This design comes from an exercise in tuning for small area, a short achievable clock period and few clock cycles on the open sky130 flow, not from production work.
RTL that was checked went through simulation tests only; none was proved equivalent to the original.
For runs 2 and 3, only the layout was checked, not whether the RTL still works.
Power figures rest on the tool's default switching activity, not on a simulated workload.

<file path="flow/standard.sh">
#!/bin/bash
# synth_recipe.tcl (not shown) runs the flow's synth.tcl, then flattens the netlist and writes it again
# the make line also repeats each setting of config.mk as NAME=value (left out here)
make -C /OpenROAD-flow-scripts/flow DESIGN_CONFIG=/design/flow/config.mk WORK_HOME=/design/flow/orfs CLKGATE_MAP_FILE= SYNTH_SCRIPT=/design/flow/synth_recipe.tcl "${@:-finish}"
</file>
<file path="flow/config.mk">
export PLATFORM = sky130hd
export DESIGN_NAME = CONVCOR
export DESIGN_NICKNAME = CONVCOR
export VERILOG_FILES = /design/flow/design.v
export SDC_FILE = /design/flow/constraint.sdc
export NUM_CORES = 4
export LEC_CHECK = 0
export CAP_MARGIN = 20
export CORE_MARGIN = 2
export CORE_UTILIZATION = 40
export SLEW_MARGIN = 20
</file>
<file path="flow/constraint.sdc">
create_clock -name core_clock -period 10.0 [get_ports {clk}]
set_input_delay 2.0000 -clock core_clock [delete_from_list [all_inputs] [get_ports {clk}]]
set_output_delay 2.0000 -clock core_clock [all_outputs]
set_load 0.01 [all_outputs]
</file>
<file path="flow/design.v">
module CONVCOR(
  input             clk,
  input             rst_n,
  input             in_valid,
  input      [15:0] in_a,
  input      [15:0] in_b,
  input             in_mode,
  output            out_valid,
  output     [35:0] out
);
reg  [3:0]  cnt;           
reg         mode;          
reg  [15:0] ra0, ra1, ra2, rb0, rb1, rb2;   
reg  [15:0] x;             
reg  [3:0]  yr_one, yr_two, yr_neg, yi_one, yi_two, yi_neg;
reg  [1:0]  np, nq;
reg  [17:0] ps_ra, ps_rb, ps_ia, ps_ib;
reg  [35:0] acc, q, o;
reg         uacc;          
reg         ld_q, o_sum, o_q;
reg         ov;
wire        idle    = (cnt == 4'd0);
wire        start   = idle & in_valid;
wire        mode_nx = start ? in_mode : mode;
wire        cj      = idle ? in_mode : mode;
reg  [3:0]  cnt_nx;
always @(*) begin
  if (!rst_n)                                          cnt_nx = 4'd0;
  else if (idle)                                       cnt_nx = in_valid ? 4'd2 : 4'd0;
  else if ((mode && cnt == 4'd6) || (!mode && cnt == 4'd12)) cnt_nx = 4'd0;
  else                                                 cnt_nx = cnt + 4'd1;
end
reg [1:0] xs, ys;
reg       uacc_nx, ld_q_nx, o_sum_nx, o_q_nx, ov_nx;
always @(*) begin
  xs = 2'd3; ys = 2'd3;
  uacc_nx = 1'b0; ld_q_nx = 1'b0; o_sum_nx = 1'b0; o_q_nx = 1'b0; ov_nx = 1'b0;
  if (mode) begin
    case (cnt)
      4'd3: uacc_nx = 1'b1;
      4'd4: begin uacc_nx = 1'b1; o_sum_nx = 1'b1; end
      4'd5: ov_nx = 1'b1;
      default: ;
    endcase
  end else begin
    case (cnt)
      4'd2:  begin xs = 2'd0;             o_sum_nx = 1'b1; end
      4'd3:  begin xs = 2'd0; ys = 2'd1; end
      4'd4:  begin xs = 2'd1; ys = 2'd1; uacc_nx = 1'b1; ld_q_nx = 1'b1; end
      4'd5:  begin xs = 2'd0; ys = 2'd1; end
      4'd6:  begin xs = 2'd2; ys = 2'd1; uacc_nx = 1'b1; end
      4'd7:  begin xs = 2'd1; ys = 2'd0; uacc_nx = 1'b1; ld_q_nx = 1'b1; o_q_nx = 1'b1; ov_nx = 1'b1; end
      4'd8:  begin xs = 2'd1; ys = 2'd2;                                  o_q_nx = 1'b1; ov_nx = 1'b1; end
      4'd9:  begin xs = 2'd2; ys = 2'd2; uacc_nx = 1'b1; o_sum_nx = 1'b1;                 ov_nx = 1'b1; end
      4'd10: begin                                         o_sum_nx = 1'b1;                 ov_nx = 1'b1; end
      4'd11: begin                                                                          ov_nx = 1'b1; end
      default: ;
    endcase
  end
  if (!rst_n) begin
    uacc_nx = 1'b0; ld_q_nx = 1'b0; o_sum_nx = 1'b0; o_q_nx = 1'b0; ov_nx = 1'b0;
  end
end
always @(posedge clk) begin
  cnt  <= cnt_nx;
  mode <= mode_nx;
  uacc <= uacc_nx; ld_q <= ld_q_nx; o_sum <= o_sum_nx; o_q <= o_q_nx;
  ov   <= ov_nx;
end
wire ld_ring = (cnt <= 4'd3);
always @(posedge clk) begin
  ra0 <= ld_ring ? in_a : ra2;  ra1 <= ra0;  ra2 <= ra1;
  rb0 <= ld_ring ? in_b : rb2;  rb1 <= rb0;  rb2 <= rb1;
end
wire [15:0] x_nx = (xs == 2'd0) ? ra0 : (xs == 2'd1) ? ra1 : (xs == 2'd2) ? ra2 : in_a;
wire [15:0] y_nx = (ys == 2'd0) ? rb0 : (ys == 2'd1) ? rb1 : (ys == 2'd2) ? rb2 : in_b;
function [11:0] booth;   
  input [7:0] v;
  input       ng;
  integer k;
  reg b2, b1, b0;
  begin
    for (k = 0; k < 4; k = k + 1) begin
      b2 = v[2*k+1]; b1 = v[2*k]; b0 = (k == 0) ? 1'b0 : v[2*k-1];
      booth[k]     = b1 ^ b0;
      booth[4+k]   = (b2 & ~b1 & ~b0) | (~b2 & b1 & b0);
      booth[8+k]   = b2 ^ ng;
    end
  end
endfunction
wire [11:0] eyr = booth(y_nx[15:8], 1'b0);
wire [11:0] eyi = booth(y_nx[7:0], cj);
always @(posedge clk) begin
  x <= x_nx;
  {yr_neg, yr_two, yr_one} <= eyr;
  {yi_neg, yi_two, yi_one} <= eyi;
  np <= {eyr[11] & ~eyi[11], eyr[11] ^ ~eyi[11]};
  nq <= {eyr[11] & eyi[11],  eyr[11] ^ eyi[11]};
end
wire [17:0] ra, rb, ia, ib;
ptree u_pt (.xr(x[15:8]), .xi(x[7:0]),
            .yr_one(yr_one), .yr_two(yr_two), .yr_neg(yr_neg),
            .yi_one(yi_one), .yi_two(yi_two), .yi_neg(yi_neg),
            .np(np), .nq(nq), .ra(ra), .rb(rb), .ia(ia), .ib(ib));
always @(posedge clk) begin
  ps_ra <= ra; ps_rb <= rb; ps_ia <= ia; ps_ib <= ib;
end
wire [35:0] accg = {36{uacc}} & acc;
wire [17:0] gr = accg[35:18], gi = accg[17:0];
wire [17:0] sr_s = ps_ra ^ ps_rb ^ gr;
wire [17:0] sr_c = (ps_ra & ps_rb) | (ps_ra & gr) | (ps_rb & gr);
wire [17:0] si_s = ps_ia ^ ps_ib ^ gi;
wire [17:0] si_c = (ps_ia & ps_ib) | (ps_ia & gi) | (ps_ib & gi);
wire [17:0] sr = sr_s + {sr_c[16:0], 1'b0};
wire [17:0] si = si_s + {si_c[16:0], 1'b0};
wire [35:0] sum = {sr, si};
always @(posedge clk) begin
  acc <= sum;
  if (ld_q) q <= sum;
  if (o_sum)    o <= sum;
  else if (o_q) o <= q;
end
assign out_valid = ov;
assign out = {36{ov}} & o;
endmodule
module ptree(
  input  [7:0] xr, input [7:0] xi,
  input  [3:0] yr_one, input [3:0] yr_two, input [3:0] yr_neg,
  input  [3:0] yi_one, input [3:0] yi_two, input [3:0] yi_neg,
  input  [1:0] np, input [1:0] nq,
  output [17:0] ra, output [17:0] rb, output [17:0] ia, output [17:0] ib
);
  wire r_w1 = (yr_one[0] & xr[0]) ^ yr_neg[0];
  wire r_w2 = ((yr_one[0] & xr[1]) | (yr_two[0] & xr[0])) ^ yr_neg[0];
  wire r_w3 = ((yr_one[0] & xr[2]) | (yr_two[0] & xr[1])) ^ yr_neg[0];
  wire r_w4 = ((yr_one[0] & xr[3]) | (yr_two[0] & xr[2])) ^ yr_neg[0];
  wire r_w5 = ((yr_one[0] & xr[4]) | (yr_two[0] & xr[3])) ^ yr_neg[0];
  wire r_w6 = ((yr_one[0] & xr[5]) | (yr_two[0] & xr[4])) ^ yr_neg[0];
  wire r_w7 = ((yr_one[0] & xr[6]) | (yr_two[0] & xr[5])) ^ yr_neg[0];
  wire r_w8 = ((yr_one[0] & xr[7]) | (yr_two[0] & xr[6])) ^ yr_neg[0];
  wire r_w9 = ((yr_one[0] & xr[7]) | (yr_two[0] & xr[7])) ^ yr_neg[0];
  wire r_w10 = ~r_w9;
  wire r_w11 = (yr_one[1] & xr[0]) ^ yr_neg[1];
  wire r_w12 = ((yr_one[1] & xr[1]) | (yr_two[1] & xr[0])) ^ yr_neg[1];
  wire r_w13 = ((yr_one[1] & xr[2]) | (yr_two[1] & xr[1])) ^ yr_neg[1];
  wire r_w14 = ((yr_one[1] & xr[3]) | (yr_two[1] & xr[2])) ^ yr_neg[1];
  wire r_w15 = ((yr_one[1] & xr[4]) | (yr_two[1] & xr[3])) ^ yr_neg[1];
  wire r_w16 = ((yr_one[1] & xr[5]) | (yr_two[1] & xr[4])) ^ yr_neg[1];
  wire r_w17 = ((yr_one[1] & xr[6]) | (yr_two[1] & xr[5])) ^ yr_neg[1];
  wire r_w18 = ((yr_one[1] & xr[7]) | (yr_two[1] & xr[6])) ^ yr_neg[1];
  wire r_w19 = ((yr_one[1] & xr[7]) | (yr_two[1] & xr[7])) ^ yr_neg[1];
  wire r_w20 = ~r_w19;
  wire r_w21 = (yr_one[2] & xr[0]) ^ yr_neg[2];
  wire r_w22 = ((yr_one[2] & xr[1]) | (yr_two[2] & xr[0])) ^ yr_neg[2];
  wire r_w23 = ((yr_one[2] & xr[2]) | (yr_two[2] & xr[1])) ^ yr_neg[2];
  wire r_w24 = ((yr_one[2] & xr[3]) | (yr_two[2] & xr[2])) ^ yr_neg[2];
  wire r_w25 = ((yr_one[2] & xr[4]) | (yr_two[2] & xr[3])) ^ yr_neg[2];
  wire r_w26 = ((yr_one[2] & xr[5]) | (yr_two[2] & xr[4])) ^ yr_neg[2];
  wire r_w27 = ((yr_one[2] & xr[6]) | (yr_two[2] & xr[5])) ^ yr_neg[2];
  wire r_w28 = ((yr_one[2] & xr[7]) | (yr_two[2] & xr[6])) ^ yr_neg[2];
  wire r_w29 = ((yr_one[2] & xr[7]) | (yr_two[2] & xr[7])) ^ yr_neg[2];
  wire r_w30 = ~r_w29;
  wire r_w31 = (yr_one[3] & xr[0]) ^ yr_neg[3];
  wire r_w32 = ((yr_one[3] & xr[1]) | (yr_two[3] & xr[0])) ^ yr_neg[3];
  wire r_w33 = ((yr_one[3] & xr[2]) | (yr_two[3] & xr[1])) ^ yr_neg[3];
  wire r_w34 = ((yr_one[3] & xr[3]) | (yr_two[3] & xr[2])) ^ yr_neg[3];
  wire r_w35 = ((yr_one[3] & xr[4]) | (yr_two[3] & xr[3])) ^ yr_neg[3];
  wire r_w36 = ((yr_one[3] & xr[5]) | (yr_two[3] & xr[4])) ^ yr_neg[3];
  wire r_w37 = ((yr_one[3] & xr[6]) | (yr_two[3] & xr[5])) ^ yr_neg[3];
  wire r_w38 = ((yr_one[3] & xr[7]) | (yr_two[3] & xr[6])) ^ yr_neg[3];
  wire r_w39 = ((yr_one[3] & xr[7]) | (yr_two[3] & xr[7])) ^ yr_neg[3];
  wire r_w40 = ~r_w39;
  wire r_w41 = (yi_one[0] & xi[0]) ^ ~yi_neg[0];
  wire r_w42 = ((yi_one[0] & xi[1]) | (yi_two[0] & xi[0])) ^ ~yi_neg[0];
  wire r_w43 = ((yi_one[0] & xi[2]) | (yi_two[0] & xi[1])) ^ ~yi_neg[0];
  wire r_w44 = ((yi_one[0] & xi[3]) | (yi_two[0] & xi[2])) ^ ~yi_neg[0];
  wire r_w45 = ((yi_one[0] & xi[4]) | (yi_two[0] & xi[3])) ^ ~yi_neg[0];
  wire r_w46 = ((yi_one[0] & xi[5]) | (yi_two[0] & xi[4])) ^ ~yi_neg[0];
  wire r_w47 = ((yi_one[0] & xi[6]) | (yi_two[0] & xi[5])) ^ ~yi_neg[0];
  wire r_w48 = ((yi_one[0] & xi[7]) | (yi_two[0] & xi[6])) ^ ~yi_neg[0];
  wire r_w49 = ((yi_one[0] & xi[7]) | (yi_two[0] & xi[7])) ^ ~yi_neg[0];
  wire r_w50 = ~r_w49;
  wire r_w51 = (yi_one[1] & xi[0]) ^ ~yi_neg[1];
  wire r_w52 = ((yi_one[1] & xi[1]) | (yi_two[1] & xi[0])) ^ ~yi_neg[1];
  wire r_w53 = ((yi_one[1] & xi[2]) | (yi_two[1] & xi[1])) ^ ~yi_neg[1];
  wire r_w54 = ((yi_one[1] & xi[3]) | (yi_two[1] & xi[2])) ^ ~yi_neg[1];
  wire r_w55 = ((yi_one[1] & xi[4]) | (yi_two[1] & xi[3])) ^ ~yi_neg[1];
  wire r_w56 = ((yi_one[1] & xi[5]) | (yi_two[1] & xi[4])) ^ ~yi_neg[1];
  wire r_w57 = ((yi_one[1] & xi[6]) | (yi_two[1] & xi[5])) ^ ~yi_neg[1];
  wire r_w58 = ((yi_one[1] & xi[7]) | (yi_two[1] & xi[6])) ^ ~yi_neg[1];
  wire r_w59 = ((yi_one[1] & xi[7]) | (yi_two[1] & xi[7])) ^ ~yi_neg[1];
  wire r_w60 = ~r_w59;
  wire r_w61 = (yi_one[2] & xi[0]) ^ ~yi_neg[2];
  wire r_w62 = ((yi_one[2] & xi[1]) | (yi_two[2] & xi[0])) ^ ~yi_neg[2];
  wire r_w63 = ((yi_one[2] & xi[2]) | (yi_two[2] & xi[1])) ^ ~yi_neg[2];
  wire r_w64 = ((yi_one[2] & xi[3]) | (yi_two[2] & xi[2])) ^ ~yi_neg[2];
  wire r_w65 = ((yi_one[2] & xi[4]) | (yi_two[2] & xi[3])) ^ ~yi_neg[2];
  wire r_w66 = ((yi_one[2] & xi[5]) | (yi_two[2] & xi[4])) ^ ~yi_neg[2];
  wire r_w67 = ((yi_one[2] & xi[6]) | (yi_two[2] & xi[5])) ^ ~yi_neg[2];
  wire r_w68 = ((yi_one[2] & xi[7]) | (yi_two[2] & xi[6])) ^ ~yi_neg[2];
  wire r_w69 = ((yi_one[2] & xi[7]) | (yi_two[2] & xi[7])) ^ ~yi_neg[2];
  wire r_w70 = ~r_w69;
  wire r_w71 = (yi_one[3] & xi[0]) ^ ~yi_neg[3];
  wire r_w72 = ((yi_one[3] & xi[1]) | (yi_two[3] & xi[0])) ^ ~yi_neg[3];
  wire r_w73 = ((yi_one[3] & xi[2]) | (yi_two[3] & xi[1])) ^ ~yi_neg[3];
  wire r_w74 = ((yi_one[3] & xi[3]) | (yi_two[3] & xi[2])) ^ ~yi_neg[3];
  wire r_w75 = ((yi_one[3] & xi[4]) | (yi_two[3] & xi[3])) ^ ~yi_neg[3];
  wire r_w76 = ((yi_one[3] & xi[5]) | (yi_two[3] & xi[4])) ^ ~yi_neg[3];
  wire r_w77 = ((yi_one[3] & xi[6]) | (yi_two[3] & xi[5])) ^ ~yi_neg[3];
  wire r_w78 = ((yi_one[3] & xi[7]) | (yi_two[3] & xi[6])) ^ ~yi_neg[3];
  wire r_w79 = ((yi_one[3] & xi[7]) | (yi_two[3] & xi[7])) ^ ~yi_neg[3];
  wire r_w80 = ~r_w79;
  wire r_w81 = r_w5 ^ r_w13 ^ r_w21;
  wire r_w82 = (r_w5 & r_w13) | (r_w5 & r_w21) | (r_w13 & r_w21);
  wire r_w83 = r_w6 ^ r_w14;
  wire r_w84 = r_w6 & r_w14;
  wire r_w85 = r_w7 ^ r_w15 ^ r_w23;
  wire r_w86 = (r_w7 & r_w15) | (r_w7 & r_w23) | (r_w15 & r_w23);
  wire r_w87 = r_w31 ^ r_w47 ^ r_w55;
  wire r_w88 = (r_w31 & r_w47) | (r_w31 & r_w55) | (r_w47 & r_w55);
  wire r_w89 = r_w8 ^ r_w16 ^ r_w24;
  wire r_w90 = (r_w8 & r_w16) | (r_w8 & r_w24) | (r_w16 & r_w24);
  wire r_w91 = r_w32 ^ r_w48 ^ r_w56;
  wire r_w92 = (r_w32 & r_w48) | (r_w32 & r_w56) | (r_w48 & r_w56);
  wire r_w93 = r_w64 ^ r_w72;
  wire r_w94 = r_w64 & r_w72;
  wire r_w95 = r_w10 ^ r_w17 ^ r_w25;
  wire r_w96 = (r_w10 & r_w17) | (r_w10 & r_w25) | (r_w17 & r_w25);
  wire r_w97 = r_w33 ^ r_w50 ^ r_w57;
  wire r_w98 = (r_w33 & r_w50) | (r_w33 & r_w57) | (r_w50 & r_w57);
  wire r_w99 = r_w65 ^ r_w73;
  wire r_w100 = r_w65 & r_w73;
  wire r_w101 = r_w18 ^ r_w26 ^ r_w34;
  wire r_w102 = (r_w18 & r_w26) | (r_w18 & r_w34) | (r_w26 & r_w34);
  wire r_w103 = r_w58 ^ r_w66 ^ r_w74;
  wire r_w104 = (r_w58 & r_w66) | (r_w58 & r_w74) | (r_w66 & r_w74);
  wire r_w105 = r_w20 ^ r_w27 ^ r_w35;
  wire r_w106 = (r_w20 & r_w27) | (r_w20 & r_w35) | (r_w27 & r_w35);
  wire r_w107 = r_w60 ^ r_w67;
  wire r_w108 = r_w60 & r_w67;
  wire r_w109 = r_w3 ^ r_w11 ^ yr_neg[1];
  wire r_w110 = (r_w3 & r_w11) | (r_w3 & yr_neg[1]) | (r_w11 & yr_neg[1]);
  wire r_w111 = r_w4 ^ r_w12;
  wire r_w112 = r_w4 & r_w12;
  wire r_w113 = yr_neg[2] ^ r_w45 ^ r_w53;
  wire r_w114 = (yr_neg[2] & r_w45) | (yr_neg[2] & r_w53) | (r_w45 & r_w53);
  wire r_w115 = r_w61 ^ ~yi_neg[2];
  wire r_w116 = r_w61 & ~yi_neg[2];
  wire r_w117 = r_w22 ^ r_w46 ^ r_w54;
  wire r_w118 = (r_w22 & r_w46) | (r_w22 & r_w54) | (r_w46 & r_w54);
  wire r_w119 = r_w62 ^ r_w83 ^ r_w82;
  wire r_w120 = (r_w62 & r_w83) | (r_w62 & r_w82) | (r_w83 & r_w82);
  wire r_w121 = r_w63 ^ r_w71 ^ np[0];
  wire r_w122 = (r_w63 & r_w71) | (r_w63 & np[0]) | (r_w71 & np[0]);
  wire r_w123 = r_w85 ^ r_w87 ^ r_w84;
  wire r_w124 = (r_w85 & r_w87) | (r_w85 & r_w84) | (r_w87 & r_w84);
  wire r_w125 = np[1] ^ r_w89 ^ r_w91;
  wire r_w126 = (np[1] & r_w89) | (np[1] & r_w91) | (r_w89 & r_w91);
  wire r_w127 = r_w93 ^ r_w86 ^ r_w88;
  wire r_w128 = (r_w93 & r_w86) | (r_w93 & r_w88) | (r_w86 & r_w88);
  wire r_w129 = r_w95 ^ r_w97 ^ r_w99;
  wire r_w130 = (r_w95 & r_w97) | (r_w95 & r_w99) | (r_w97 & r_w99);
  wire r_w131 = r_w90 ^ r_w92 ^ r_w94;
  wire r_w132 = (r_w90 & r_w92) | (r_w90 & r_w94) | (r_w92 & r_w94);
  wire r_w133 = 1'b1 ^ r_w101 ^ r_w103;
  wire r_w134 = (1'b1 & r_w101) | (1'b1 & r_w103) | (r_w101 & r_w103);
  wire r_w135 = r_w96 ^ r_w98 ^ r_w100;
  wire r_w136 = (r_w96 & r_w98) | (r_w96 & r_w100) | (r_w98 & r_w100);
  wire r_w137 = r_w75 ^ 1'b1 ^ r_w105;
  wire r_w138 = (r_w75 & 1'b1) | (r_w75 & r_w105) | (1'b1 & r_w105);
  wire r_w139 = r_w107 ^ r_w102 ^ r_w104;
  wire r_w140 = (r_w107 & r_w102) | (r_w107 & r_w104) | (r_w102 & r_w104);
  wire r_w141 = r_w28 ^ r_w36 ^ r_w68;
  wire r_w142 = (r_w28 & r_w36) | (r_w28 & r_w68) | (r_w36 & r_w68);
  wire r_w143 = r_w76 ^ r_w106 ^ r_w108;
  wire r_w144 = (r_w76 & r_w106) | (r_w76 & r_w108) | (r_w106 & r_w108);
  wire r_w145 = r_w30 ^ r_w37 ^ r_w70;
  wire r_w146 = (r_w30 & r_w37) | (r_w30 & r_w70) | (r_w37 & r_w70);
  wire r_w147 = r_w77 ^ 1'b1;
  wire r_w148 = r_w77 & 1'b1;
  wire r_w149 = r_w1 ^ yr_neg[0];
  wire r_w150 = r_w1 & yr_neg[0];
  wire r_w151 = r_w43 ^ r_w51;
  wire r_w152 = r_w43 & r_w51;
  wire r_w153 = r_w44 ^ r_w52 ^ r_w111;
  wire r_w154 = (r_w44 & r_w52) | (r_w44 & r_w111) | (r_w52 & r_w111);
  wire r_w155 = r_w81 ^ r_w113 ^ r_w115;
  wire r_w156 = (r_w81 & r_w113) | (r_w81 & r_w115) | (r_w113 & r_w115);
  wire r_w157 = r_w117 ^ r_w119 ^ r_w114;
  wire r_w158 = (r_w117 & r_w119) | (r_w117 & r_w114) | (r_w119 & r_w114);
  wire r_w159 = r_w121 ^ r_w123 ^ r_w118;
  wire r_w160 = (r_w121 & r_w123) | (r_w121 & r_w118) | (r_w123 & r_w118);
  wire r_w161 = r_w125 ^ r_w127 ^ r_w122;
  wire r_w162 = (r_w125 & r_w127) | (r_w125 & r_w122) | (r_w127 & r_w122);
  wire r_w163 = r_w129 ^ r_w131 ^ r_w126;
  wire r_w164 = (r_w129 & r_w131) | (r_w129 & r_w126) | (r_w131 & r_w126);
  wire r_w165 = r_w133 ^ r_w135 ^ r_w130;
  wire r_w166 = (r_w133 & r_w135) | (r_w133 & r_w130) | (r_w135 & r_w130);
  wire r_w167 = r_w137 ^ r_w139 ^ r_w134;
  wire r_w168 = (r_w137 & r_w139) | (r_w137 & r_w134) | (r_w139 & r_w134);
  wire r_w169 = r_w141 ^ r_w143 ^ r_w138;
  wire r_w170 = (r_w141 & r_w143) | (r_w141 & r_w138) | (r_w143 & r_w138);
  wire r_w171 = r_w145 ^ r_w147 ^ r_w142;
  wire r_w172 = (r_w145 & r_w147) | (r_w145 & r_w142) | (r_w147 & r_w142);
  wire r_w173 = r_w38 ^ r_w78 ^ r_w146;
  wire r_w174 = (r_w38 & r_w78) | (r_w38 & r_w146) | (r_w78 & r_w146);
  wire r_w175 = r_w40 ^ r_w80;
  wire r_w176 = r_w40 & r_w80;
  wire r_w177 = r_w41 ^ ~yi_neg[0];
  wire r_w178 = r_w41 & ~yi_neg[0];
  wire r_w179 = r_w2 ^ r_w42 ^ r_w150;
  wire r_w180 = (r_w2 & r_w42) | (r_w2 & r_w150) | (r_w42 & r_w150);
  wire r_w181 = ~yi_neg[1] ^ r_w109 ^ r_w151;
  wire r_w182 = (~yi_neg[1] & r_w109) | (~yi_neg[1] & r_w151) | (r_w109 & r_w151);
  wire r_w183 = r_w110 ^ r_w153 ^ r_w152;
  wire r_w184 = (r_w110 & r_w153) | (r_w110 & r_w152) | (r_w153 & r_w152);
  wire r_w185 = r_w112 ^ r_w155 ^ r_w154;
  wire r_w186 = (r_w112 & r_w155) | (r_w112 & r_w154) | (r_w155 & r_w154);
  wire r_w187 = r_w116 ^ r_w157 ^ r_w156;
  wire r_w188 = (r_w116 & r_w157) | (r_w116 & r_w156) | (r_w157 & r_w156);
  wire r_w189 = r_w120 ^ r_w159 ^ r_w158;
  wire r_w190 = (r_w120 & r_w159) | (r_w120 & r_w158) | (r_w159 & r_w158);
  wire r_w191 = r_w124 ^ r_w161 ^ r_w160;
  wire r_w192 = (r_w124 & r_w161) | (r_w124 & r_w160) | (r_w161 & r_w160);
  wire r_w193 = r_w128 ^ r_w163 ^ r_w162;
  wire r_w194 = (r_w128 & r_w163) | (r_w128 & r_w162) | (r_w163 & r_w162);
  wire r_w195 = r_w132 ^ r_w165 ^ r_w164;
  wire r_w196 = (r_w132 & r_w165) | (r_w132 & r_w164) | (r_w165 & r_w164);
  wire r_w197 = r_w136 ^ r_w167 ^ r_w166;
  wire r_w198 = (r_w136 & r_w167) | (r_w136 & r_w166) | (r_w167 & r_w166);
  wire r_w199 = r_w140 ^ r_w169 ^ r_w168;
  wire r_w200 = (r_w140 & r_w169) | (r_w140 & r_w168) | (r_w169 & r_w168);
  wire r_w201 = r_w144 ^ r_w171 ^ r_w170;
  wire r_w202 = (r_w144 & r_w171) | (r_w144 & r_w170) | (r_w171 & r_w170);
  wire r_w203 = r_w148 ^ r_w173 ^ r_w172;
  wire r_w204 = (r_w148 & r_w173) | (r_w148 & r_w172) | (r_w173 & r_w172);
  wire r_w205 = 1'b1 ^ r_w175 ^ r_w174;
  wire r_w206 = (1'b1 & r_w175) | (1'b1 & r_w174) | (r_w175 & r_w174);
  assign ra = {1'b1, 1'b1, r_w176, r_w205, r_w203, r_w201, r_w199, r_w197, r_w195, r_w193, r_w191, r_w189, r_w187, r_w185, r_w183, r_w181, r_w179, r_w149};
  assign rb = {1'b0, 1'b0, r_w206, r_w204, r_w202, r_w200, r_w198, r_w196, r_w194, r_w192, r_w190, r_w188, r_w186, r_w184, r_w182, r_w180, r_w178, r_w177};
  wire i_w207 = (yi_one[0] & xr[0]) ^ yi_neg[0];
  wire i_w208 = ((yi_one[0] & xr[1]) | (yi_two[0] & xr[0])) ^ yi_neg[0];
  wire i_w209 = ((yi_one[0] & xr[2]) | (yi_two[0] & xr[1])) ^ yi_neg[0];
  wire i_w210 = ((yi_one[0] & xr[3]) | (yi_two[0] & xr[2])) ^ yi_neg[0];
  wire i_w211 = ((yi_one[0] & xr[4]) | (yi_two[0] & xr[3])) ^ yi_neg[0];
  wire i_w212 = ((yi_one[0] & xr[5]) | (yi_two[0] & xr[4])) ^ yi_neg[0];
  wire i_w213 = ((yi_one[0] & xr[6]) | (yi_two[0] & xr[5])) ^ yi_neg[0];
  wire i_w214 = ((yi_one[0] & xr[7]) | (yi_two[0] & xr[6])) ^ yi_neg[0];
  wire i_w215 = ((yi_one[0] & xr[7]) | (yi_two[0] & xr[7])) ^ yi_neg[0];
  wire i_w216 = ~i_w215;
  wire i_w217 = (yi_one[1] & xr[0]) ^ yi_neg[1];
  wire i_w218 = ((yi_one[1] & xr[1]) | (yi_two[1] & xr[0])) ^ yi_neg[1];
  wire i_w219 = ((yi_one[1] & xr[2]) | (yi_two[1] & xr[1])) ^ yi_neg[1];
  wire i_w220 = ((yi_one[1] & xr[3]) | (yi_two[1] & xr[2])) ^ yi_neg[1];
  wire i_w221 = ((yi_one[1] & xr[4]) | (yi_two[1] & xr[3])) ^ yi_neg[1];
  wire i_w222 = ((yi_one[1] & xr[5]) | (yi_two[1] & xr[4])) ^ yi_neg[1];
  wire i_w223 = ((yi_one[1] & xr[6]) | (yi_two[1] & xr[5])) ^ yi_neg[1];
  wire i_w224 = ((yi_one[1] & xr[7]) | (yi_two[1] & xr[6])) ^ yi_neg[1];
  wire i_w225 = ((yi_one[1] & xr[7]) | (yi_two[1] & xr[7])) ^ yi_neg[1];
  wire i_w226 = ~i_w225;
  wire i_w227 = (yi_one[2] & xr[0]) ^ yi_neg[2];
  wire i_w228 = ((yi_one[2] & xr[1]) | (yi_two[2] & xr[0])) ^ yi_neg[2];
  wire i_w229 = ((yi_one[2] & xr[2]) | (yi_two[2] & xr[1])) ^ yi_neg[2];
  wire i_w230 = ((yi_one[2] & xr[3]) | (yi_two[2] & xr[2])) ^ yi_neg[2];
  wire i_w231 = ((yi_one[2] & xr[4]) | (yi_two[2] & xr[3])) ^ yi_neg[2];
  wire i_w232 = ((yi_one[2] & xr[5]) | (yi_two[2] & xr[4])) ^ yi_neg[2];
  wire i_w233 = ((yi_one[2] & xr[6]) | (yi_two[2] & xr[5])) ^ yi_neg[2];
  wire i_w234 = ((yi_one[2] & xr[7]) | (yi_two[2] & xr[6])) ^ yi_neg[2];
  wire i_w235 = ((yi_one[2] & xr[7]) | (yi_two[2] & xr[7])) ^ yi_neg[2];
  wire i_w236 = ~i_w235;
  wire i_w237 = (yi_one[3] & xr[0]) ^ yi_neg[3];
  wire i_w238 = ((yi_one[3] & xr[1]) | (yi_two[3] & xr[0])) ^ yi_neg[3];
  wire i_w239 = ((yi_one[3] & xr[2]) | (yi_two[3] & xr[1])) ^ yi_neg[3];
  wire i_w240 = ((yi_one[3] & xr[3]) | (yi_two[3] & xr[2])) ^ yi_neg[3];
  wire i_w241 = ((yi_one[3] & xr[4]) | (yi_two[3] & xr[3])) ^ yi_neg[3];
  wire i_w242 = ((yi_one[3] & xr[5]) | (yi_two[3] & xr[4])) ^ yi_neg[3];
  wire i_w243 = ((yi_one[3] & xr[6]) | (yi_two[3] & xr[5])) ^ yi_neg[3];
  wire i_w244 = ((yi_one[3] & xr[7]) | (yi_two[3] & xr[6])) ^ yi_neg[3];
  wire i_w245 = ((yi_one[3] & xr[7]) | (yi_two[3] & xr[7])) ^ yi_neg[3];
  wire i_w246 = ~i_w245;
  wire i_w247 = (yr_one[0] & xi[0]) ^ yr_neg[0];
  wire i_w248 = ((yr_one[0] & xi[1]) | (yr_two[0] & xi[0])) ^ yr_neg[0];
  wire i_w249 = ((yr_one[0] & xi[2]) | (yr_two[0] & xi[1])) ^ yr_neg[0];
  wire i_w250 = ((yr_one[0] & xi[3]) | (yr_two[0] & xi[2])) ^ yr_neg[0];
  wire i_w251 = ((yr_one[0] & xi[4]) | (yr_two[0] & xi[3])) ^ yr_neg[0];
  wire i_w252 = ((yr_one[0] & xi[5]) | (yr_two[0] & xi[4])) ^ yr_neg[0];
  wire i_w253 = ((yr_one[0] & xi[6]) | (yr_two[0] & xi[5])) ^ yr_neg[0];
  wire i_w254 = ((yr_one[0] & xi[7]) | (yr_two[0] & xi[6])) ^ yr_neg[0];
  wire i_w255 = ((yr_one[0] & xi[7]) | (yr_two[0] & xi[7])) ^ yr_neg[0];
  wire i_w256 = ~i_w255;
  wire i_w257 = (yr_one[1] & xi[0]) ^ yr_neg[1];
  wire i_w258 = ((yr_one[1] & xi[1]) | (yr_two[1] & xi[0])) ^ yr_neg[1];
  wire i_w259 = ((yr_one[1] & xi[2]) | (yr_two[1] & xi[1])) ^ yr_neg[1];
  wire i_w260 = ((yr_one[1] & xi[3]) | (yr_two[1] & xi[2])) ^ yr_neg[1];
  wire i_w261 = ((yr_one[1] & xi[4]) | (yr_two[1] & xi[3])) ^ yr_neg[1];
  wire i_w262 = ((yr_one[1] & xi[5]) | (yr_two[1] & xi[4])) ^ yr_neg[1];
  wire i_w263 = ((yr_one[1] & xi[6]) | (yr_two[1] & xi[5])) ^ yr_neg[1];
  wire i_w264 = ((yr_one[1] & xi[7]) | (yr_two[1] & xi[6])) ^ yr_neg[1];
  wire i_w265 = ((yr_one[1] & xi[7]) | (yr_two[1] & xi[7])) ^ yr_neg[1];
  wire i_w266 = ~i_w265;
  wire i_w267 = (yr_one[2] & xi[0]) ^ yr_neg[2];
  wire i_w268 = ((yr_one[2] & xi[1]) | (yr_two[2] & xi[0])) ^ yr_neg[2];
  wire i_w269 = ((yr_one[2] & xi[2]) | (yr_two[2] & xi[1])) ^ yr_neg[2];
  wire i_w270 = ((yr_one[2] & xi[3]) | (yr_two[2] & xi[2])) ^ yr_neg[2];
  wire i_w271 = ((yr_one[2] & xi[4]) | (yr_two[2] & xi[3])) ^ yr_neg[2];
  wire i_w272 = ((yr_one[2] & xi[5]) | (yr_two[2] & xi[4])) ^ yr_neg[2];
  wire i_w273 = ((yr_one[2] & xi[6]) | (yr_two[2] & xi[5])) ^ yr_neg[2];
  wire i_w274 = ((yr_one[2] & xi[7]) | (yr_two[2] & xi[6])) ^ yr_neg[2];
  wire i_w275 = ((yr_one[2] & xi[7]) | (yr_two[2] & xi[7])) ^ yr_neg[2];
  wire i_w276 = ~i_w275;
  wire i_w277 = (yr_one[3] & xi[0]) ^ yr_neg[3];
  wire i_w278 = ((yr_one[3] & xi[1]) | (yr_two[3] & xi[0])) ^ yr_neg[3];
  wire i_w279 = ((yr_one[3] & xi[2]) | (yr_two[3] & xi[1])) ^ yr_neg[3];
  wire i_w280 = ((yr_one[3] & xi[3]) | (yr_two[3] & xi[2])) ^ yr_neg[3];
  wire i_w281 = ((yr_one[3] & xi[4]) | (yr_two[3] & xi[3])) ^ yr_neg[3];
  wire i_w282 = ((yr_one[3] & xi[5]) | (yr_two[3] & xi[4])) ^ yr_neg[3];
  wire i_w283 = ((yr_one[3] & xi[6]) | (yr_two[3] & xi[5])) ^ yr_neg[3];
  wire i_w284 = ((yr_one[3] & xi[7]) | (yr_two[3] & xi[6])) ^ yr_neg[3];
  wire i_w285 = ((yr_one[3] & xi[7]) | (yr_two[3] & xi[7])) ^ yr_neg[3];
  wire i_w286 = ~i_w285;
  wire i_w287 = i_w211 ^ i_w219 ^ i_w227;
  wire i_w288 = (i_w211 & i_w219) | (i_w211 & i_w227) | (i_w219 & i_w227);
  wire i_w289 = i_w212 ^ i_w220;
  wire i_w290 = i_w212 & i_w220;
  wire i_w291 = i_w213 ^ i_w221 ^ i_w229;
  wire i_w292 = (i_w213 & i_w221) | (i_w213 & i_w229) | (i_w221 & i_w229);
  wire i_w293 = i_w237 ^ i_w253 ^ i_w261;
  wire i_w294 = (i_w237 & i_w253) | (i_w237 & i_w261) | (i_w253 & i_w261);
  wire i_w295 = i_w214 ^ i_w222 ^ i_w230;
  wire i_w296 = (i_w214 & i_w222) | (i_w214 & i_w230) | (i_w222 & i_w230);
  wire i_w297 = i_w238 ^ i_w254 ^ i_w262;
  wire i_w298 = (i_w238 & i_w254) | (i_w238 & i_w262) | (i_w254 & i_w262);
  wire i_w299 = i_w270 ^ i_w278;
  wire i_w300 = i_w270 & i_w278;
  wire i_w301 = i_w216 ^ i_w223 ^ i_w231;
  wire i_w302 = (i_w216 & i_w223) | (i_w216 & i_w231) | (i_w223 & i_w231);
  wire i_w303 = i_w239 ^ i_w256 ^ i_w263;
  wire i_w304 = (i_w239 & i_w256) | (i_w239 & i_w263) | (i_w256 & i_w263);
  wire i_w305 = i_w271 ^ i_w279;
  wire i_w306 = i_w271 & i_w279;
  wire i_w307 = i_w224 ^ i_w232 ^ i_w240;
  wire i_w308 = (i_w224 & i_w232) | (i_w224 & i_w240) | (i_w232 & i_w240);
  wire i_w309 = i_w264 ^ i_w272 ^ i_w280;
  wire i_w310 = (i_w264 & i_w272) | (i_w264 & i_w280) | (i_w272 & i_w280);
  wire i_w311 = i_w226 ^ i_w233 ^ i_w241;
  wire i_w312 = (i_w226 & i_w233) | (i_w226 & i_w241) | (i_w233 & i_w241);
  wire i_w313 = i_w266 ^ i_w273;
  wire i_w314 = i_w266 & i_w273;
  wire i_w315 = i_w209 ^ i_w217 ^ yi_neg[1];
  wire i_w316 = (i_w209 & i_w217) | (i_w209 & yi_neg[1]) | (i_w217 & yi_neg[1]);
  wire i_w317 = i_w210 ^ i_w218;
  wire i_w318 = i_w210 & i_w218;
  wire i_w319 = yi_neg[2] ^ i_w251 ^ i_w259;
  wire i_w320 = (yi_neg[2] & i_w251) | (yi_neg[2] & i_w259) | (i_w251 & i_w259);
  wire i_w321 = i_w267 ^ yr_neg[2];
  wire i_w322 = i_w267 & yr_neg[2];
  wire i_w323 = i_w228 ^ i_w252 ^ i_w260;
  wire i_w324 = (i_w228 & i_w252) | (i_w228 & i_w260) | (i_w252 & i_w260);
  wire i_w325 = i_w268 ^ i_w289 ^ i_w288;
  wire i_w326 = (i_w268 & i_w289) | (i_w268 & i_w288) | (i_w289 & i_w288);
  wire i_w327 = i_w269 ^ i_w277 ^ nq[0];
  wire i_w328 = (i_w269 & i_w277) | (i_w269 & nq[0]) | (i_w277 & nq[0]);
  wire i_w329 = i_w291 ^ i_w293 ^ i_w290;
  wire i_w330 = (i_w291 & i_w293) | (i_w291 & i_w290) | (i_w293 & i_w290);
  wire i_w331 = nq[1] ^ i_w295 ^ i_w297;
  wire i_w332 = (nq[1] & i_w295) | (nq[1] & i_w297) | (i_w295 & i_w297);
  wire i_w333 = i_w299 ^ i_w292 ^ i_w294;
  wire i_w334 = (i_w299 & i_w292) | (i_w299 & i_w294) | (i_w292 & i_w294);
  wire i_w335 = i_w301 ^ i_w303 ^ i_w305;
  wire i_w336 = (i_w301 & i_w303) | (i_w301 & i_w305) | (i_w303 & i_w305);
  wire i_w337 = i_w296 ^ i_w298 ^ i_w300;
  wire i_w338 = (i_w296 & i_w298) | (i_w296 & i_w300) | (i_w298 & i_w300);
  wire i_w339 = 1'b1 ^ i_w307 ^ i_w309;
  wire i_w340 = (1'b1 & i_w307) | (1'b1 & i_w309) | (i_w307 & i_w309);
  wire i_w341 = i_w302 ^ i_w304 ^ i_w306;
  wire i_w342 = (i_w302 & i_w304) | (i_w302 & i_w306) | (i_w304 & i_w306);
  wire i_w343 = i_w281 ^ 1'b1 ^ i_w311;
  wire i_w344 = (i_w281 & 1'b1) | (i_w281 & i_w311) | (1'b1 & i_w311);
  wire i_w345 = i_w313 ^ i_w308 ^ i_w310;
  wire i_w346 = (i_w313 & i_w308) | (i_w313 & i_w310) | (i_w308 & i_w310);
  wire i_w347 = i_w234 ^ i_w242 ^ i_w274;
  wire i_w348 = (i_w234 & i_w242) | (i_w234 & i_w274) | (i_w242 & i_w274);
  wire i_w349 = i_w282 ^ i_w312 ^ i_w314;
  wire i_w350 = (i_w282 & i_w312) | (i_w282 & i_w314) | (i_w312 & i_w314);
  wire i_w351 = i_w236 ^ i_w243 ^ i_w276;
  wire i_w352 = (i_w236 & i_w243) | (i_w236 & i_w276) | (i_w243 & i_w276);
  wire i_w353 = i_w283 ^ 1'b1;
  wire i_w354 = i_w283 & 1'b1;
  wire i_w355 = i_w207 ^ yi_neg[0];
  wire i_w356 = i_w207 & yi_neg[0];
  wire i_w357 = i_w249 ^ i_w257;
  wire i_w358 = i_w249 & i_w257;
  wire i_w359 = i_w250 ^ i_w258 ^ i_w317;
  wire i_w360 = (i_w250 & i_w258) | (i_w250 & i_w317) | (i_w258 & i_w317);
  wire i_w361 = i_w287 ^ i_w319 ^ i_w321;
  wire i_w362 = (i_w287 & i_w319) | (i_w287 & i_w321) | (i_w319 & i_w321);
  wire i_w363 = i_w323 ^ i_w325 ^ i_w320;
  wire i_w364 = (i_w323 & i_w325) | (i_w323 & i_w320) | (i_w325 & i_w320);
  wire i_w365 = i_w327 ^ i_w329 ^ i_w324;
  wire i_w366 = (i_w327 & i_w329) | (i_w327 & i_w324) | (i_w329 & i_w324);
  wire i_w367 = i_w331 ^ i_w333 ^ i_w328;
  wire i_w368 = (i_w331 & i_w333) | (i_w331 & i_w328) | (i_w333 & i_w328);
  wire i_w369 = i_w335 ^ i_w337 ^ i_w332;
  wire i_w370 = (i_w335 & i_w337) | (i_w335 & i_w332) | (i_w337 & i_w332);
  wire i_w371 = i_w339 ^ i_w341 ^ i_w336;
  wire i_w372 = (i_w339 & i_w341) | (i_w339 & i_w336) | (i_w341 & i_w336);
  wire i_w373 = i_w343 ^ i_w345 ^ i_w340;
  wire i_w374 = (i_w343 & i_w345) | (i_w343 & i_w340) | (i_w345 & i_w340);
  wire i_w375 = i_w347 ^ i_w349 ^ i_w344;
  wire i_w376 = (i_w347 & i_w349) | (i_w347 & i_w344) | (i_w349 & i_w344);
  wire i_w377 = i_w351 ^ i_w353 ^ i_w348;
  wire i_w378 = (i_w351 & i_w353) | (i_w351 & i_w348) | (i_w353 & i_w348);
  wire i_w379 = i_w244 ^ i_w284 ^ i_w352;
  wire i_w380 = (i_w244 & i_w284) | (i_w244 & i_w352) | (i_w284 & i_w352);
  wire i_w381 = i_w246 ^ i_w286;
  wire i_w382 = i_w246 & i_w286;
  wire i_w383 = i_w247 ^ yr_neg[0];
  wire i_w384 = i_w247 & yr_neg[0];
  wire i_w385 = i_w208 ^ i_w248 ^ i_w356;
  wire i_w386 = (i_w208 & i_w248) | (i_w208 & i_w356) | (i_w248 & i_w356);
  wire i_w387 = yr_neg[1] ^ i_w315 ^ i_w357;
  wire i_w388 = (yr_neg[1] & i_w315) | (yr_neg[1] & i_w357) | (i_w315 & i_w357);
  wire i_w389 = i_w316 ^ i_w359 ^ i_w358;
  wire i_w390 = (i_w316 & i_w359) | (i_w316 & i_w358) | (i_w359 & i_w358);
  wire i_w391 = i_w318 ^ i_w361 ^ i_w360;
  wire i_w392 = (i_w318 & i_w361) | (i_w318 & i_w360) | (i_w361 & i_w360);
  wire i_w393 = i_w322 ^ i_w363 ^ i_w362;
  wire i_w394 = (i_w322 & i_w363) | (i_w322 & i_w362) | (i_w363 & i_w362);
  wire i_w395 = i_w326 ^ i_w365 ^ i_w364;
  wire i_w396 = (i_w326 & i_w365) | (i_w326 & i_w364) | (i_w365 & i_w364);
  wire i_w397 = i_w330 ^ i_w367 ^ i_w366;
  wire i_w398 = (i_w330 & i_w367) | (i_w330 & i_w366) | (i_w367 & i_w366);
  wire i_w399 = i_w334 ^ i_w369 ^ i_w368;
  wire i_w400 = (i_w334 & i_w369) | (i_w334 & i_w368) | (i_w369 & i_w368);
  wire i_w401 = i_w338 ^ i_w371 ^ i_w370;
  wire i_w402 = (i_w338 & i_w371) | (i_w338 & i_w370) | (i_w371 & i_w370);
  wire i_w403 = i_w342 ^ i_w373 ^ i_w372;
  wire i_w404 = (i_w342 & i_w373) | (i_w342 & i_w372) | (i_w373 & i_w372);
  wire i_w405 = i_w346 ^ i_w375 ^ i_w374;
  wire i_w406 = (i_w346 & i_w375) | (i_w346 & i_w374) | (i_w375 & i_w374);
  wire i_w407 = i_w350 ^ i_w377 ^ i_w376;
  wire i_w408 = (i_w350 & i_w377) | (i_w350 & i_w376) | (i_w377 & i_w376);
  wire i_w409 = i_w354 ^ i_w379 ^ i_w378;
  wire i_w410 = (i_w354 & i_w379) | (i_w354 & i_w378) | (i_w379 & i_w378);
  wire i_w411 = 1'b1 ^ i_w381 ^ i_w380;
  wire i_w412 = (1'b1 & i_w381) | (1'b1 & i_w380) | (i_w381 & i_w380);
  assign ia = {1'b1, 1'b1, i_w382, i_w411, i_w409, i_w407, i_w405, i_w403, i_w401, i_w399, i_w397, i_w395, i_w393, i_w391, i_w389, i_w387, i_w385, i_w355};
  assign ib = {1'b0, 1'b0, i_w412, i_w410, i_w408, i_w406, i_w404, i_w402, i_w400, i_w398, i_w396, i_w394, i_w392, i_w390, i_w388, i_w386, i_w384, i_w383};
endmodule
</file>
<file path="flow/flow/run.sh">
#!/bin/bash
set -euo pipefail
bash standard.sh SETUP_SLACK_MARGIN=6.6 "BUFFER_PORTS_ARGS=-buffer_cell sky130_fd_sc_hd__buf_2" finish > make_finish.log 2>&1
</file>
==> metrics.yaml, run 1 <==
logic_synthesis:
  synth.avg_cell_area_um2: 11.2
  ys_types: 59
  synth_area_leaders: "dfxtp_1 (28%), fa_1 (15%), edfxtp_1 (12%)"
  synth_most_common_cell: "dfxtp_1"
  synthFlopType: "dfxtp_1"
  synth_top_cells_by_count: "dfxtp_1 (249), inv_1 (222), fa_1 (130)"
  synth.top_cell.area_share: 0.283
  synth-edff-count: 73
  async_flop_share: 0
  synth_fp_nets: 1806
  syn_inst: 1578
  yosysWarningCount: 1
  yosys.area.top_type: "dfxtp_1"
  syn_area_um2: 17600
  synth_seq_cells: 322
  yosysSeqAreaShare: 0.408
placement:
  pre_cts_slack_ns: 6.24
  hpwl_mm: 25.1
  port_buffers: 72
  place.gp.congestion: 0.820
global_routing:
  gr-usage-met1: 0.245
  grt_pass1_vias: 11482
  grt-busiest-layer: "met2"
  grt_pass1_wl_mm: 62.2
  grtUsageMet3: 0.0275
  grt-ovfl-total: 0
  grtUsageTotal: 0.175
  grt_max_degree: 39
  met2_usage: 0.277
  grt_antenna_before_repair: 0
final_layout:
  multi_input_area_um2: 9320
  fillers: 3960
  num_antenna_cells: 0
  regArea_um2: 7230
  nets: 1835
  largestRegisters: "acc: 36 flops, o: 36 flops, q: 36 flops"
  syn_to_final_growth_pct: 13.7
  drive_above_1_share: 0.197
detailed_routing:
  via_count: 11149
  drc_errors: 0
  dr.pass1.iters: 5
  wire_per_inst_um: 17.2
  drtAntennaViolNets: 0
  drt_iter0_markers: 665
  viasPerCell: 5.03
  routed_wl_mm: 38.0
cts:
  cts_tree: "yes"
  clock-root-buffer: "clkbuf_16"
  htreeDepth: 2
  clock_latency_ns: 0.54
  cts_sinks: 322
  cts_buffers: 36
  clockBufferDepth: 3
  postCtsHoldBufs: 0
  cts.clk_slew.worst_paths_ns: 0.06
power_and_ir_drop:
  power_density_nw_per_um2: 376
  p_leak_uw: 0.00848
  p_total_uw: 7520
  peakVddDrop_mv: 0.152
sta:
  skew_ns: 0.0115
  tns_ns: 0
  slew_violations: 0
  period_share: 0.342
  relSlewSlack: 0.317
  clock.fmax_ghz: 0.292
  period_needed_ns: 3.42
  hold_viol_final: 0
  setup_slack_ns: 6.58
  setup_viol: 0
  worstMarginPinSlew_ns: 1.02
  rsz0062_at_grt: "true"
critical_path:
  rr_worst_depth: 12
  worstPathRequired_ns: 10.28
  crit_fanout: 6
  critPathLaunchType: "flip-flop"
  endpoint_kind: "flip-flop"
  slowest_stage: "fa_1"
  critPathKind: "reg2reg"
  rr_startpoint: "uacc"
  startpoint: "uacc"
  arrival_ns: 3.70
  cpPeakStageDelay_ns: 0.49
  r2r_end: "o[15]"
  r2r_setup_slack_ns: 6.58
  path_cells: "buf_12 > nand2_2 > fa_1 > inv_2 > ha_4 > fa_2 > a211oi_4 > nor3_2 > o41a_1 > o21ai_2 > a311oi_2 > mux2_2"
die:
  initial_core_util: 0.407
  die_w_um: 214
  ios: 73
  core_um2: 43300
  dieArea_um2: 45700
  die_y_um: 214
  rows: 76
status:
  status: "complete, no violations"
worst_hold_path:
  hp-start: "rb0[15]"
  hold_class: "reg2reg"
  hold_path_end: "rb1[15]"
  hold_depth: 0
job:
  max-cap-violations: 0
==> power breakdown <==
group | internal, µW | total, µW | leakage, µW | switching, µW
logic | 1680 | 4000 | 0.00508 | 2320
clock network | 904 | 1440 | 0.000640 | 535
registers | 1810 | 2080 | 0.00276 | 270
==> metrics by stage <==
stage / hold WS (ns) / area, µm² / instances / util
after floorplan: 0.323 / 17600 / 1578 / -
after global placement: 0.329 / 18400 / 2143 / 0.424
after detailed placement: 0.334 / 18400 / 2143 / 0.424
after CTS: 0.340 / 19900 / 2215 / 0.460
after global routing: 0.346 / 20000 / 2218 / 0.463
final: 0.338 / 20000 / 2218 / 0.463
==> worst max-delay path by stage <==
stage                        to
after floorplan           o[15]
after global placement    o[15]
after detailed placement  o[15]
after CTS                 o[15]
after global routing      o[15]
final                     o[15]
==> layout make-up <==
type,count,share of cell area
multi-input cells,934,0.466
clock inverters,16,0.0125
repair buffers,89,0.0289
inverters,224,0.0421
flip-flops and latches,322,0.361
clock buffers,48,0.0529
well taps,585,0.0366
==> routing by layer <==
layer,up-vias,wire length (µm)
li1,5270,-
met1,5489,17400
met2,336,17400
met3,54,2280
met4,0,952
met5,-,0
==> critical path, delay by kind of cell, from the launching register on <==
family | cells | cell delay [ns]
and+or+nand+nor | 2 | 0.14
DFF | 1 | 0.44
AOI/OAI and AO/OA | 4 | 1.02
adders and majority gates | 3 | 1.08
muxes | 1 | 0.29
buffers and inverters | 2 | 0.19
==> cells in the final DEF, fill, tap and decap left out, types with 6 or more instances in the layout <==
cell       netlist  layout
a21o_1           8       8
a21oi_1         35      33
a22oi_1        112     112
and2_1          49      47
buf_2            4      72
buf_4            3      10
bufinv_16        0       6
clkbuf_16        0      40
dfxtp_1        249     209
dfxtp_2          0      38
edfxtp_1        73      73
fa_1           130     127
ha_1            62      59
inv_1          222     221
mux2_2          64      64
mux4_2          30      30
nand2_1         74      73
nand2b_1        12      12
nand3_1          6       6
nor2_1          38      38
nor2b_1          9       9
nor3_1          10       8
o21a_1          12      11
o21ai_0         38      37
xnor2_1         95      95
xor2_1          80      80
==> cells by family after synthesis <==
family | count (synthesis) | synth area share
buffers and inverters | 322 | 0.0702
muxes | 99 | 0.0840
AOI/OAI and AO/OA | 250 | 0.0978
and+or+nand+nor | 218 | 0.0613
DFF | 322 | 0.408
adders and majority gates | 192 | 0.192
xor gates and xnor gates | 175 | 0.0871
==> what timing repair did <==
item	CTS	global route
pin swaps	8	5
endpoints found under the setup margin	93	68
cloned	1	1
buffers inserted	7	2
resized for setup	50	28
Testbench counts, summed over its fixed seeds: cycles 21,468.
==> inputs of run 2 (changes only) <==
--- a/flow/design.v
+++ b/flow/design.v
@@ -17,5 +17,4 @@
 reg  [17:0] ps_ra, ps_rb, ps_ia, ps_ib;
 reg  [35:0] acc, q, o;
-reg         uacc;          
 reg         ld_q, o_sum, o_q;
 reg         ov;
@@ -65,5 +64,5 @@
   cnt  <= cnt_nx;
   mode <= mode_nx;
-  uacc <= uacc_nx; ld_q <= ld_q_nx; o_sum <= o_sum_nx; o_q <= o_q_nx;
+  ld_q <= ld_q_nx; o_sum <= o_sum_nx; o_q <= o_q_nx;
   ov   <= ov_nx;
 end
@@ -106,6 +105,5 @@
   ps_ra <= ra; ps_rb <= rb; ps_ia <= ia; ps_ib <= ib;
 end
-wire [35:0] accg = {36{uacc}} & acc;
-wire [17:0] gr = accg[35:18], gi = accg[17:0];
+wire [17:0] gr = acc[35:18], gi = acc[17:0];
 wire [17:0] sr_s = ps_ra ^ ps_rb ^ gr;
 wire [17:0] sr_c = (ps_ra & ps_rb) | (ps_ra & gr) | (ps_rb & gr);
@@ -116,5 +114,5 @@
 wire [35:0] sum = {sr, si};
 always @(posedge clk) begin
-  acc <= sum;
+  acc <= {36{uacc_nx}} & sum;    
   if (ld_q) q <= sum;
   if (o_sum)    o <= sum;
==> run 2 against run 1 <==
Global-route usage shrank 0.80 points; combinational power down 5%; register-to-register slack improved by 0.15 ns; clock power fell by 4%; flip-flop and latch count down 1; largest cell class unchanged; highest routed layer is now met5.
==> metrics.yaml, run 2 <==
placement:
  port_buffers: 72  # unchanged
  pre_cts_slack_ns: 6.36  # was 6.24 ns
  hpwl_mm: 25.5  # was 25.1 mm
  dpl_cell_area_um2: 18400  # about the same
  place.gp.congestion: 0.831  # was 0.820
critical_path:
  slowest_stage: "dfxtp_4"  # was fa_1
  rr_startpoint: "yi_one[2]"  # was uacc
  worstPathRequired_ns: 8.00  # was 10.28 ns
  critPathKind: "reg2out"  # was reg2reg
  crit_fanout: 9  # was 6
  arrival_ns: 1.38  # was 3.70 ns
  path_cells: "buf_12 > and2_1 > buf_2"  # was buf_12 > nand2_2 > fa_1 > inv_2 > ha_4 > fa_2 > a211oi_4 > nor3_2 > o41a_1 > o21ai_2 > a311oi_2 > mux2_2
  startpoint: "ov"  # was uacc
  cpPeakStageDelay_ns: 0.37  # was 0.49 ns
  critPathLaunchType: "flip-flop"  # unchanged
  endpoint_kind: "output pin"  # was flip-flop
final_layout:
  multi_input_area_um2: 9530  # was 9320 µm²
  fin_util: 0.458  # was 0.463
  largestRegisters: "acc: 36 flops, o: 36 flops, q: 36 flops"  # unchanged
  fillers: 3981  # was 3960
  most-common-layout-cells: "dfxtp_1 (209), inv_1 (147), fa_1 (129), a22oi_1 (112), xnor2_1 (86)"  # was inv_1 (221), dfxtp_1 (209), fa_1 (127), a22oi_1 (112), xnor2_1 (95)
  regArea_um2: 7210  # was 7230 µm²
  design_area_um2: 19800  # was 20000 µm²
  syn_to_final_growth_pct: 12.4  # was 13.7%
  drive_above_1_share: 0.169  # was 0.197
  layout_commonest_cell: "dfxtp_1"  # was inv_1
  nets: 1839  # was 1835
  num_antenna_cells: 0  # unchanged
sta:
  period_needed_ns: 3.38  # was 3.42 ns
  worstMarginPinSlew_ns: 0.996  # was 1.02 ns
  rsz0062_at_grt: "true"  # unchanged
  clock.fmax_ghz: 0.296  # was 0.292 GHz
  setup_slack_ns: 6.62  # was 6.58 ns
  relSlewSlack: 0.334  # was 0.317
  hold_viol_final: 0  # unchanged
  period_share: 0.338  # was 0.342
  setup_viol: 0  # unchanged
  slew_violations: 0  # unchanged
  tns_ns: 0  # unchanged
  skew_ns: 0.0344  # was 0.0115 ns
power_and_ir_drop:
  swShare: 0.422  # was 0.415
  p_total_uw: 7160  # was 7520 µW
  p_sw_uw: 3020  # was 3120 µW
  p_clk_frac: 0.193  # was 0.191
  combPwrFrac: 0.532  # about the same
  pwr-share-seq: 0.275  # was 0.277
  power_density_nw_per_um2: 362  # was 376 nW/µm²
  peakVddDrop_mv: 0.180  # was 0.152 mV
  p_leak_uw: 0.00835  # was 0.00848 µW
  p_int_uw: 4140  # was 4400 µW
logic_synthesis:
  yosysSeqAreaShare: 0.406  # was 0.408
  synth_fp_nets: 1819  # was 1806
  yosys.area.top_type: "dfxtp_1"  # unchanged
  synth-edff-count: 73  # unchanged
  synth.top_cell.area_share: 0.282  # was 0.283
  syn_area_um2: 17600  # about the same
  syn_inst: 1591  # was 1578
  synth_most_common_cell: "dfxtp_1"  # unchanged
  ys_types: 64  # was 59
  synth_top_cells_by_count: "dfxtp_1 (248), inv_1 (147), fa_1 (130)"  # was dfxtp_1 (249), inv_1 (222), fa_1 (130)
  synth.avg_cell_area_um2: 11.1  # was 11.2 µm²
  yosysWarningCount: 1  # unchanged
  async_flop_share: 0  # unchanged
  synthFlopType: "dfxtp_1"  # unchanged
  synth_area_leaders: "dfxtp_1 (28%), fa_1 (15%), edfxtp_1 (12%)"  # unchanged
  synth_seq_cells: 321  # was 322
detailed_routing:
  routed_wl_mm: 38.0  # about the same
  dr.pass1.iters: 5  # unchanged
  wire_per_inst_um: 17.1  # was 17.2 µm
  drtAntennaViolNets: 0  # unchanged
  via_count: 11451  # was 11149
  drt_iter0_markers: 648  # was 665
  viasPerCell: 5.14  # was 5.03
  drc_errors: 0  # unchanged
cts:
  cts_sinks: 321  # was 322
  clock_latency_ns: 0.56  # was 0.54 ns
  cts_tree: "yes"  # unchanged
  clockBufferDepth: 3  # unchanged
  htreeDepth: 2  # unchanged
  clock-root-buffer: "clkbuf_16"  # unchanged
  postCtsHoldBufs: 0  # unchanged
  cts_buffers: 38  # was 36
  cts.clk_slew.worst_paths_ns: 0.07  # was 0.06 ns
worst_hold_path:
  hold_class: "reg2reg"  # unchanged
  hp-start: "ra1[9]"  # was rb0[15]
status:
  status: "complete, no violations"  # unchanged
die:
  ios: 73  # unchanged
  die_y_um: 214  # about the same
  die_w_um: 214  # about the same
  core_um2: 43300  # unchanged
  rows: 76  # unchanged
  dieArea_um2: 45800  # was 45700 µm²
  initial_core_util: 0.407  # about the same
global_routing:
  grt_max_degree: 46  # was 39
  grt_antenna_before_repair: 1  # was 0
  grt_pass1_vias: 11641  # was 11482
  grt-ovfl-total: 0  # unchanged
  grt_pass1_wl_mm: 61.9  # was 62.2 mm
  grtUsageTotal: 0.167  # was 0.175
job:
  max-cap-violations: 0  # unchanged
==> run 2: changes by cell type in the layout (fill, tap and decap cells not counted), moves of 6 or more <==
cell / change
inv_1: -74
mux2i_1: +66
nor2_1: +12
a211oi_1: +7
and2_1: +23
nand3_1: +6
nand2_1: -28
o21ai_1: +8
mux4_2: -30
a21o_1: +6
a21oi_1: +14
xnor2_1: -9
==> run 2: metal layers <==
layer | vias to the layer above | track usage | share of wire
li1 | 5404 | - | -
met1 | 5649 | 0.229 | 0.46
met2 | 325 | 0.265 | 0.45
met3 | 71 | 0.0301 | 0.059
met4 | 2 | 0.0625 | 0.029
met5 | - | 0 | 0.00042
==> run 2: power groups by stage <==
stage          Combinational (µW)  Clock [µW]  Sequential [µW]
5_1_grt                      4540        1470             2000
3_5_place_dp                 3820           0             1990
4_1_cts                      3860        1420             1970
3_3_place_gp                 3710           0             1980
2_1_floorplan                3040           0             1820
6_report                     3810        1380             1970
==> run 2: layout make-up <==
cell class              instances  area share
clock buffers                  49      0.0521
clock inverters                21      0.0112
inverters                     148      0.0280
multi-input cells            1015       0.481
flip-flops and latches        321       0.364
well taps                     585      0.0369
repair buffers                 87      0.0268
==> run 2: cells by family after synthesis <==
group | count (synthesis) | synth area share
compound gates | 284 | 0.111
flops | 321 | 0.406
fa+ha+maj | 192 | 0.192
xor+xnor | 171 | 0.0854
buf+inv | 255 | 0.0563
simple gates | 235 | 0.0689
mux | 133 | 0.0807
==> run 2: repair_timing <==
item | 4_1_cts | 5_1_grt
resized for setup | 36 | 16
endpoints found under the hold margin | 0 | 0
endpoints found under the setup margin | 64 | 57
cloned | 0 | 0
setup buffers | 3 | 1
pin swaps | 0 | 2
==> run 2: path summary, 6_finish.rpt <==
check	to	slack, ns	cells after the start
worst max-delay path	out[34]	6.62	3
worst min-delay path	ra2[9]	0.33	0
worst max register to register	ps_ia[8]	6.73	8
worst min register to register	ra2[9]	0.33	0
==> run 2: critical path: cells and delay by family (launching register included) <==
family	cells	cell delay (ns)
buffers and inverters	2	0.29
flip-flops	1	0.37
AND/OR/NAND/NOR	1	0.16
==> run 2: through the flow <==
step           std cells  hold WS (ns)
2_1_floorplan       1591         0.326
3_5_place_dp        2151         0.336
4_1_cts             2224         0.341
3_3_place_gp        2151         0.332
5_1_grt             2226         0.348
6_report            2226         0.332
==> inputs of run 3 (changes only) <==
==> flow/flow/run.sh (replaced) <==
#!/bin/bash
set -euo pipefail
bash standard.sh SETUP_SLACK_MARGIN=6.6 finish > make_finish.log 2>&1
==> run 3 against run 2 <==
Still clean on timing, DRC and antenna; flip-flop and latch count unchanged; synthesized area stayed put; critical endpoint is now out[24]; final cell count down 0.18%; global-route usage is 0.29 points higher; largest power group unchanged; via count shrank 0.45%; sequential power hardly changed; non-clock buffer count unchanged; synthesized cell count stayed put.
==> metrics.yaml, run 3 <==
final_layout:
  layout_commonest_cell: "dfxtp_1"  # unchanged
  num_antenna_cells: 0  # unchanged
  syn_to_final_growth_pct: 14.2  # was 12.4%
  nets: 1838  # was 1839
  drive_above_1_share: 0.139  # was 0.169
critical_path:
  rr_startpoint: "yr_one[0]"  # was yi_one[2]
  slowest_stage: "dfxtp_4"  # unchanged
  crit_fanout: 10  # was 9
  critPathKind: "reg2out"  # unchanged
  worstPathRequired_ns: 8.00  # about the same
  cpPeakStageDelay_ns: 0.39  # was 0.37 ns
  endpoint_kind: "output pin"  # unchanged
  rr_worst_depth: 8  # unchanged
  r2r_setup_slack_ns: 6.74  # was 6.73 ns
  critPathLaunchType: "flip-flop"  # unchanged
  path_cells: "buf_12 > and2_1 > clkdlybuf4s15_1"  # was buf_12 > and2_1 > buf_2
logic_synthesis:
  async_flop_share: 0  # unchanged
  yosysSeqAreaShare: 0.406  # unchanged
  synth_seq_cells: 321  # unchanged
  synthFlopType: "dfxtp_1"  # unchanged
  synth_xor_area_frac: 0.0854  # unchanged
  synth_area_leaders: "dfxtp_1 (28%), fa_1 (15%), edfxtp_1 (12%)"  # unchanged
  syn_area_um2: 17600  # unchanged
  synthSimpleGateAreaFrac: 0.0689  # unchanged
  ys_types: 64  # unchanged
  synth-adder-area-share: 0.192  # unchanged
  syn_inst: 1591  # unchanged
  muxShareOfSynthArea: 0.0807  # unchanged
  synth-edff-count: 73  # unchanged
  synth_most_common_cell: "dfxtp_1"  # unchanged
  synth_compound_area_frac: 0.111  # unchanged
  yosys.area.top_type: "dfxtp_1"  # unchanged
global_routing:
  grt_max_degree: 46  # unchanged
  grtUsageTotal: 0.170  # was 0.167
  grt_antenna_before_repair: 0  # was 1
  grt_pass1_wl_mm: 62.7  # was 61.9 mm
job:
  max-cap-violations: 0  # unchanged
power_and_ir_drop:
  peakVddDrop_mv: 0.194  # was 0.180 mV
  p_int_uw: 4160  # was 4140 µW
  p_clk_frac: 0.192  # was 0.193
  p_leak_uw: 0.00830  # was 0.00835 µW
  p_sw_uw: 3000  # was 3020 µW
  swShare: 0.418  # was 0.422
sta:
  timing.hold.ws_ns: 0.347  # was 0.332 ns
  setup_viol: 0  # unchanged
  setup_slack_ns: 6.56  # was 6.62 ns
  tns_ns: 0  # unchanged
  relSlewSlack: 0.302  # was 0.334
  period_share: 0.344  # was 0.338
  clock.fmax_ghz: 0.291  # was 0.296 GHz
die:
  die_w_um: 214  # unchanged
  core_um2: 43300  # unchanged
  rows: 76  # unchanged
  dieArea_um2: 45800  # unchanged
cts:
  clock-root-buffer: "clkbuf_16"  # unchanged
  cts_buffers: 37  # was 38
  cts_tree: "yes"  # unchanged
  clock_latency_ns: 0.55  # was 0.56 ns
detailed_routing:
  dr.pass1.iters: 5  # unchanged
  via_count: 11399  # was 11451
  drc_errors: 0  # unchanged
  drt_iter0_markers: 677  # was 648
  drtAntennaViolNets: 0  # unchanged
worst_hold_path:
  hold_depth: 0  # unchanged
  hold_class: "reg2reg"  # unchanged
  hold_path_end: "ra2[9]"  # unchanged
  hp-start: "ra1[9]"  # unchanged
placement:
  pre_cts_slack_ns: 6.07  # was 6.36 ns
  place.gp.congestion: 0.810  # was 0.831
  hpwl_mm: 25.5  # about the same
status:
  status: "complete, no violations"  # unchanged
## run 3: cell counts after synthesis
No cell type changed its count.
## run 3: final cells by class
type                       instances  area (µm²)
clock buffer                      55        1130
inverter                         148         556
multi-input combinational       1015        9550
fill                            4012       23100
timing repair buffer              87         833
sequential                       321        7210
tap                              585         732
clock inverter                    11         123
## run 3: power by group through the flow
stage               combinational (µW)  sequential [µW]  clock, µW
finish                            3820             1960       1370
global route                      4550             1990       1470
CTS                               3890             1960       1420
detailed placement                3840             1980          0
global placement                  3750             1980          0
floorplan                         3040             1820          0
## run 3: worst max-delay path by stage
stage / start / end / slack [ns]
after floorplan: yr_neg[1] / ps_ra[8] / 6.67
after detailed placement: ov / out[34] / 6.07
after global routing: ov / out[24] / 6.48
after CTS: ov / out[25] / 6.47
final: ov / out[24] / 6.56
after global placement: ov / out[30] / 6.16
## run 3: critical path, delay by kind of cell, from the launching register on
kind	cells	cell delay, ns
flip-flops	1	0.39
AND/OR/NAND/NOR	1	0.12
buffers and inverters	2	0.38
## run 3: repair_timing
| action | CTS | global route |
|---|---|---|
| pin swaps | 0 | 2 |
| buffers inserted | 3 | 0 |
| setup endpoints to repair | 69 | 64 |
| resized for setup | 117 | 36 |
| hold buffers | 0 | 0 |
## run 3: cells by family after synthesis
group,count (synthesis)
DFF,321
xor gates and xnor gates,171
adders and majority gates,192
muxes,133
buffers and inverters,255
AOI/OAI and AO/OA,284
and+or+nand+nor,235
## run 3: metrics by stage
step / instance area (µm²) / cells / util / power [µW]
after floorplan: 17600 / 1591 / - / 4860
after global placement: 18700 / 2152 / 0.433 / 5720
after detailed placement: 18700 / 2152 / 0.433 / 5820
after CTS: 20100 / 2221 / 0.465 / 7260
after global routing: 20100 / 2222 / 0.465 / 8000
final: 20100 / 2222 / 0.465 / 7160
## run 3: layer usage
| layer | part of all wire | up-vias | track usage |
|---|---|---|---|
| met5 | 0 | - | 0 |
| met2 | 0.45 | 316 | 0.272 |
| li1 | - | 5389 | - |
| met4 | 0.030 | 0 | 0.0669 |
| met1 | 0.46 | 5617 | 0.229 |
| met3 | 0.053 | 77 | 0.0307 |

-- what the ideal ports hide --
In the flow no input, the clock included, has a driving cell. The finished layouts below were timed again as built, in two steps.
Step 1: set_driving_cell puts a clkbuf_16 on clk and a buf_2 on each other input, an assumption about the parent block.
Step 2 also shifts input and output timing later by t, the mid clock arrival at the registers, as if the neighbouring blocks saw the same clock.
Three values: ideal, step 1, step 2; two values: the first two.
| run | t, ns | slack for setup (ns) | hold WS [ns] | clock arrival spread, ns | slew at the worst register clock pin (ns) |
|---|---|---|---|---|---|
| run 1 | 0.587 | 6.579 / 6.579 / 6.486 | 0.338 / 0.338 / 0.338 | 0.012 / 0.011 | 0.07 / 0.07 |
| run 2 | 0.594 | 6.622 / 6.569 / 6.656 | 0.332 / 0.332 / 0.332 | 0.036 / 0.036 | 0.07 / 0.07 |
| run 3 | 0.587 | 6.558 / 6.507 / 6.223 | 0.347 / 0.347 / 0.347 | 0.021 / 0.021 | 0.06 / 0.06 |
After both steps every run listed still meets setup and hold. The setup slack of run 3, which loses most, moves by -0.051 ns with the drivers and by -0.335 ns with both steps.
